From an optimization exercise on the open Yosys and OpenROAD flow, aimed at small area; shortcuts taken in it are not production practice.
In this exercise RTL edits were held to simulation tests only and were not proved equivalent to the original.
The clock port is modelled as an ideal driver, which makes a skipped or thinned clock tree look cheaper than it is; a real chip needs a root buffer or a tree.
No activity file was given, so power comes from the tool's default toggle rates.

== the baseline ==
==> flow/design.v <==
module alarma (
    input wire clk,
    input wire rst,
    input wire reset,
    input wire btn_activate,
    input wire smoke_detected,
    output wire buzzer,
    output wire led_alert
);
    reg alarm_active, nbtn_prev, nsmoke_prev, nreset_prev;
    always @(posedge clk) begin
        if (rst) begin
            alarm_active <= 1'b0;
            nbtn_prev <= 1'b1;
            nsmoke_prev <= 1'b1;
            nreset_prev <= 1'b1;
        end else begin
            if (reset && nreset_prev) alarm_active <= 1'b0;
            else if ((btn_activate && nbtn_prev) || (smoke_detected && nsmoke_prev)) alarm_active <= 1'b1;
            nbtn_prev <= ~btn_activate;
            nsmoke_prev <= ~smoke_detected;
            nreset_prev <= ~reset;
        end
    end
    localparam [11:0] P  = 12'b101010101010;
    localparam [11:0] SH = 12'b010011110011;
    reg  [11:0] h;
    reg  led_blink;
    wire [11:0] s = h ^ P;
    wire isE = (~h[0] & h[1] & ~h[4] & h[5] & h[7] & ~h[8] & h[9] & h[10]);
    always @(posedge clk) begin
        if (!alarm_active | isE) h <= SH;
        else h <= {s[10:0], s[11] ^ s[10]} ^ P;
        led_blink <= alarm_active & (led_blink ^ isE);
    end
    assign buzzer    = ~alarm_active;
    assign led_alert = ~(alarm_active & led_blink);
endmodule
module platform(
    input clk,
    input rst,
    input [1:0] switch_pos,
    input stop_Up,
    input stop_Down,
    output reg [3:0] step_out
);
    localparam [6:0] P  = 7'b0101010;
    localparam [6:0] SH = 7'b1100010;
    reg  [6:0] h;
    wire [6:0] s = h ^ P;
    wire isE = (h[1] & h[3] & ~h[4] & h[5] & ~h[6]);
    always @(posedge clk) begin
        if (rst | isE) h <= SH;
        else h <= {s[5:0], s[6] ^ s[5]} ^ P;
    end
    reg [2:0] prev_index;
    reg mv, mv_dn;
    wire after_rst = ~mv & mv_dn;
    wire c1 = mv & (prev_index[0] ^ mv_dn);
    wire c2 = c1 & (prev_index[1] ^ mv_dn);
    wire go = isE & (switch_pos[0] ? (~switch_pos[1] & stop_Up) : (switch_pos[1] & stop_Down));
    always @(posedge clk) begin
        if (rst) begin
            prev_index <= 3'd0;
            mv <= 1'b0;
            mv_dn <= 1'b1;
        end else begin
            prev_index <= prev_index ^ {c2, c1, mv};
            mv <= go;
            mv_dn <= go & switch_pos[1];
        end
    end
    reg [3:0] step_sequence;
    always @(*) begin
        case (prev_index)
            3'd0: step_sequence = 4'b1000;
            3'd1: step_sequence = 4'b1100;
            3'd2: step_sequence = 4'b0100;
            3'd3: step_sequence = 4'b0110;
            3'd4: step_sequence = 4'b0010;
            3'd5: step_sequence = 4'b0011;
            3'd6: step_sequence = 4'b0001;
            default: step_sequence = 4'b1001;
        endcase
    end
    always @(*) step_out = after_rst ? 4'b0000 : step_sequence;
endmodule
module servo_principal(
    input clk,
    input rst,
    input presence_1,
    input presence_2,
    output reg PWM1,
    output reg PWM2
);
    localparam [9:0] CP  = 10'b1010101010;
    localparam [9:0] CSH = 10'b1010101000;
    reg  [9:0] ch;
    wire [9:0] cs = ch ^ CP;
    wire wrap = (~ch[0] & ch[1] & ch[2] & ~ch[3] & ~ch[4] & ~ch[5] & ~ch[6] & ch[8] & ~ch[9]);
    wire at49 = (ch[2] & ~ch[3] & ch[8]);
    wire at99 = (ch[0] & ch[4] & ~ch[6] & ~ch[9]);
    reg lt50, lt100;
    always @(posedge clk) begin
        if (rst | wrap) ch <= CSH;
        else ch <= {cs[8:0], cs[9] ^ cs[6]} ^ CP;
        lt50  <= rst | wrap | (lt50 & ~at49);
        lt100 <= rst | wrap | (lt100 & ~at99);
    end
    localparam [16:0] P  = 17'b01010101010101010;
    localparam [16:0] SH = 17'b00010111010011111;
    localparam [16:0] RH = 17'b00010101010101010;
    reg  [16:0] h1;
    wire [16:0] s1 = h1 ^ P;
    wire z1 = ~(s1[0] | s1[1] | s1[2] | s1[3] | s1[4] | s1[5] | s1[6] | s1[7] | s1[8] | s1[9] | s1[10] | s1[12] | s1[13] | s1[14] | s1[15]);
    wire done1 = z1 & ~s1[16];
    wire fb1 = (s1[16] ^ s1[13]) & ~z1;
    always @(posedge clk) begin
        if (rst) h1 <= RH;
        else if (!presence_1) h1 <= SH;
        else h1 <= {s1[15:0], fb1} ^ P;
    end
    reg  [16:0] h2;
    wire [16:0] s2 = h2 ^ P;
    wire z2 = ~(s2[0] | s2[1] | s2[2] | s2[3] | s2[4] | s2[5] | s2[6] | s2[7] | s2[8] | s2[9] | s2[10] | s2[12] | s2[13] | s2[14] | s2[15]);
    wire done2 = z2 & ~s2[16];
    wire fb2 = (s2[16] ^ s2[13]) & ~z2;
    always @(posedge clk) begin
        if (rst) h2 <= RH;
        else if (!presence_2) h2 <= SH;
        else h2 <= {s2[15:0], fb2} ^ P;
    end
    always @(posedge clk) begin
        PWM1 <= ~rst & (done1 ? lt50 : lt100);
        PWM2 <= ~rst & (done2 ? lt100 : lt50);
    end
endmodule
module SmartLights(
    input  wire clk,
    input  wire rst,
    input  wire reset_n,
    input  wire pir_input_1,
    input  wire pir_input_2,
    output reg  led_output_1,
    output reg  led_output_2
);
    localparam [17:0] P  = 18'b101010101010101010;
    localparam [17:0] SH = 18'b100011000111111110;
    wire clr = rst | ~reset_n;
    reg  [17:0] h1;
    wire [17:0] s1 = h1 ^ P;
    wire z1 = ~(s1[2] | s1[3] | s1[4] | s1[5] | s1[6] | s1[7] | s1[8] | s1[9] | s1[10] | s1[11] | s1[12] | s1[13] | s1[14] | s1[15] | s1[16]);
    wire done1 = z1 & ~s1[17];
    wire fb1 = (s1[17] ^ s1[16]) & ~z1;
    wire ld1 = clr | ~pir_input_1;
    always @(posedge clk) begin
        h1 <= ld1 ? SH : ({s1[16:0], fb1} ^ P);
        led_output_1 <= ~clr & (~pir_input_1 | ~done1);
    end
    reg  [17:0] h2;
    wire [17:0] s2 = h2 ^ P;
    wire z2 = ~(s2[2] | s2[3] | s2[4] | s2[5] | s2[6] | s2[7] | s2[8] | s2[9] | s2[10] | s2[11] | s2[12] | s2[13] | s2[14] | s2[15] | s2[16]);
    wire done2 = z2 & ~s2[17];
    wire fb2 = (s2[17] ^ s2[16]) & ~z2;
    wire ld2 = clr | ~pir_input_2;
    always @(posedge clk) begin
        h2 <= ld2 ? SH : ({s2[16:0], fb2} ^ P);
        led_output_2 <= ~clr & (~pir_input_2 | ~done2);
    end
endmodule
module House
(
    input  wire       CLK_50,           
    input  wire       RST,              
    input  wire       RESET_ALARM,      
    input  wire       BTN_ACTIVATE,
    input  wire       SMOKE_SENSOR,
    input  wire [1:0] SWITCH_POS,
    input  wire       LIMIT_UP_N,       
    input  wire       LIMIT_DOWN_N,     
    input  wire       PRESENCE_S1,
    input  wire       PRESENCE_S2,
    input  wire       LIGHTS_RESET_N,   
    input  wire       PIR_INPUT_1,
    input  wire       PIR_INPUT_2,
    output wire       BUZZER_OUT,
    output wire       LED_ALERT_OUT,
    output wire [3:0] STEPPER_OUT,
    output wire       SERVO_PWM1,
    output wire       SERVO_PWM2,
    output wire       LED_LIGHT_1,
    output wire       LED_LIGHT_2
);
    alarma u_alarma (
        .clk            (CLK_50),
        .rst            (RST),
        .reset          (RESET_ALARM),
        .btn_activate   (BTN_ACTIVATE),
        .smoke_detected (SMOKE_SENSOR),
        .buzzer         (BUZZER_OUT),
        .led_alert      (LED_ALERT_OUT)
    );
    platform u_platform (
        .clk        (CLK_50),
        .rst        (RST),
        .switch_pos (SWITCH_POS),
        .stop_Up    (LIMIT_UP_N),
        .stop_Down  (LIMIT_DOWN_N),
        .step_out   (STEPPER_OUT)
    );
    servo_principal u_servos (
        .clk        (CLK_50),
        .rst        (RST),
        .presence_1 (PRESENCE_S1),
        .presence_2 (PRESENCE_S2),
        .PWM1       (SERVO_PWM1),
        .PWM2       (SERVO_PWM2)
    );
    SmartLights u_lights (
        .clk         (CLK_50),
        .rst         (RST),
        .reset_n     (LIGHTS_RESET_N),
        .pir_input_1 (PIR_INPUT_1),
        .pir_input_2 (PIR_INPUT_2),
        .led_output_1(LED_LIGHT_1),
        .led_output_2(LED_LIGHT_2)
    );
endmodule
export LEC_CHECK = 0
export CAP_MARGIN = 0
export CORE_MARGIN = 2
export CORE_UTILIZATION = 60
export GPL_TIMING_DRIVEN = 0
export SLEW_MARGIN = 0
create_clock -name core_clock -period 10.0 [get_ports {CLK_50}]
standard.sh (not shown) runs the stock make flow with config.mk's settings and CLKGATE_MAP_FILE= SYNTH_SCRIPT=/design/flow/synth_recipe.tcl, a recipe that flattens the netlist after the stock synthesis.
==> flow/flow/run.sh <==
#!/bin/bash
set -euo pipefail
W=$(pwd)
rm -rf "$W/scripts_abc"
cp -r "$FLOW_HOME/scripts" "$W/scripts_abc"
cp "$W/flow/abc_area_map.script" "$W/scripts_abc/abc_speed.script"
SCRIPTS_DIR="$W/scripts_abc" bash standard.sh synth > "$W/synth.log" 2>&1
export BUFFER_PORTS_ARGS="-buffer_cell sky130_fd_sc_hd__buf_1"
export PRE_CTS_TCL=$W/flow/cts_pre.tcl
bash standard.sh > "$W/layout.log" 2>&1
Other scripts of this flow, unchanged in this note and not shown: flow/flow/abc_area_map.script, flow/flow/cts_pre.tcl
The baseline finished every stage and its layout cleared the timing, DRC and antenna checks.
[inputs] the candidate vs the baseline
Settings: CORE_UTILIZATION now 70, was 60.
## What came out
All of the baseline and the candidate finish clean. In the candidate, setup slack is lower than in the baseline. Full die area went down by more than 10% going from the baseline to the candidate. Area growth from synthesis to layout was higher in the run labelled the baseline. The baseline and the candidate ended up with nearly the same switching power as a share of total power.
In every run of this note, the design's own scripts or RTL, not TritonCTS, make the clock network.

-- afterwards: timing with drivers on the ports --
The flow's constraints put no driver on any port. The routed layouts listed below were extracted and timed again, unchanged, in two steps.
Step 1 sets driving cells, clkbuf_16 on the clock port and buf_2 on the other inputs (assumed; they add their load-dependent delay and slew).
Step 2 times the ports against the registers' clock, not the clock port: input delays grow and output delays shrink by t, the midpoint of the rising clock arrivals with the driver on.
Three values: no drivers, after step 1, after step 2; two values: the first two.
run	shift t [ns]	setup WS [ns]	clock arrival spread, ns	worst data-port slew with drivers (ns)
the baseline	0.213	6.797 / 6.853 / 6.640	0.023 / 0.023	0.03
the candidate	0.210	6.609 / 6.664 / 6.453	0.012 / 0.013	0.03
After both steps setup and hold are still met in every run listed. For the baseline, which loses most, drivers alone change the setup slack by +0.056 ns; drivers and shift together by -0.157 ns.
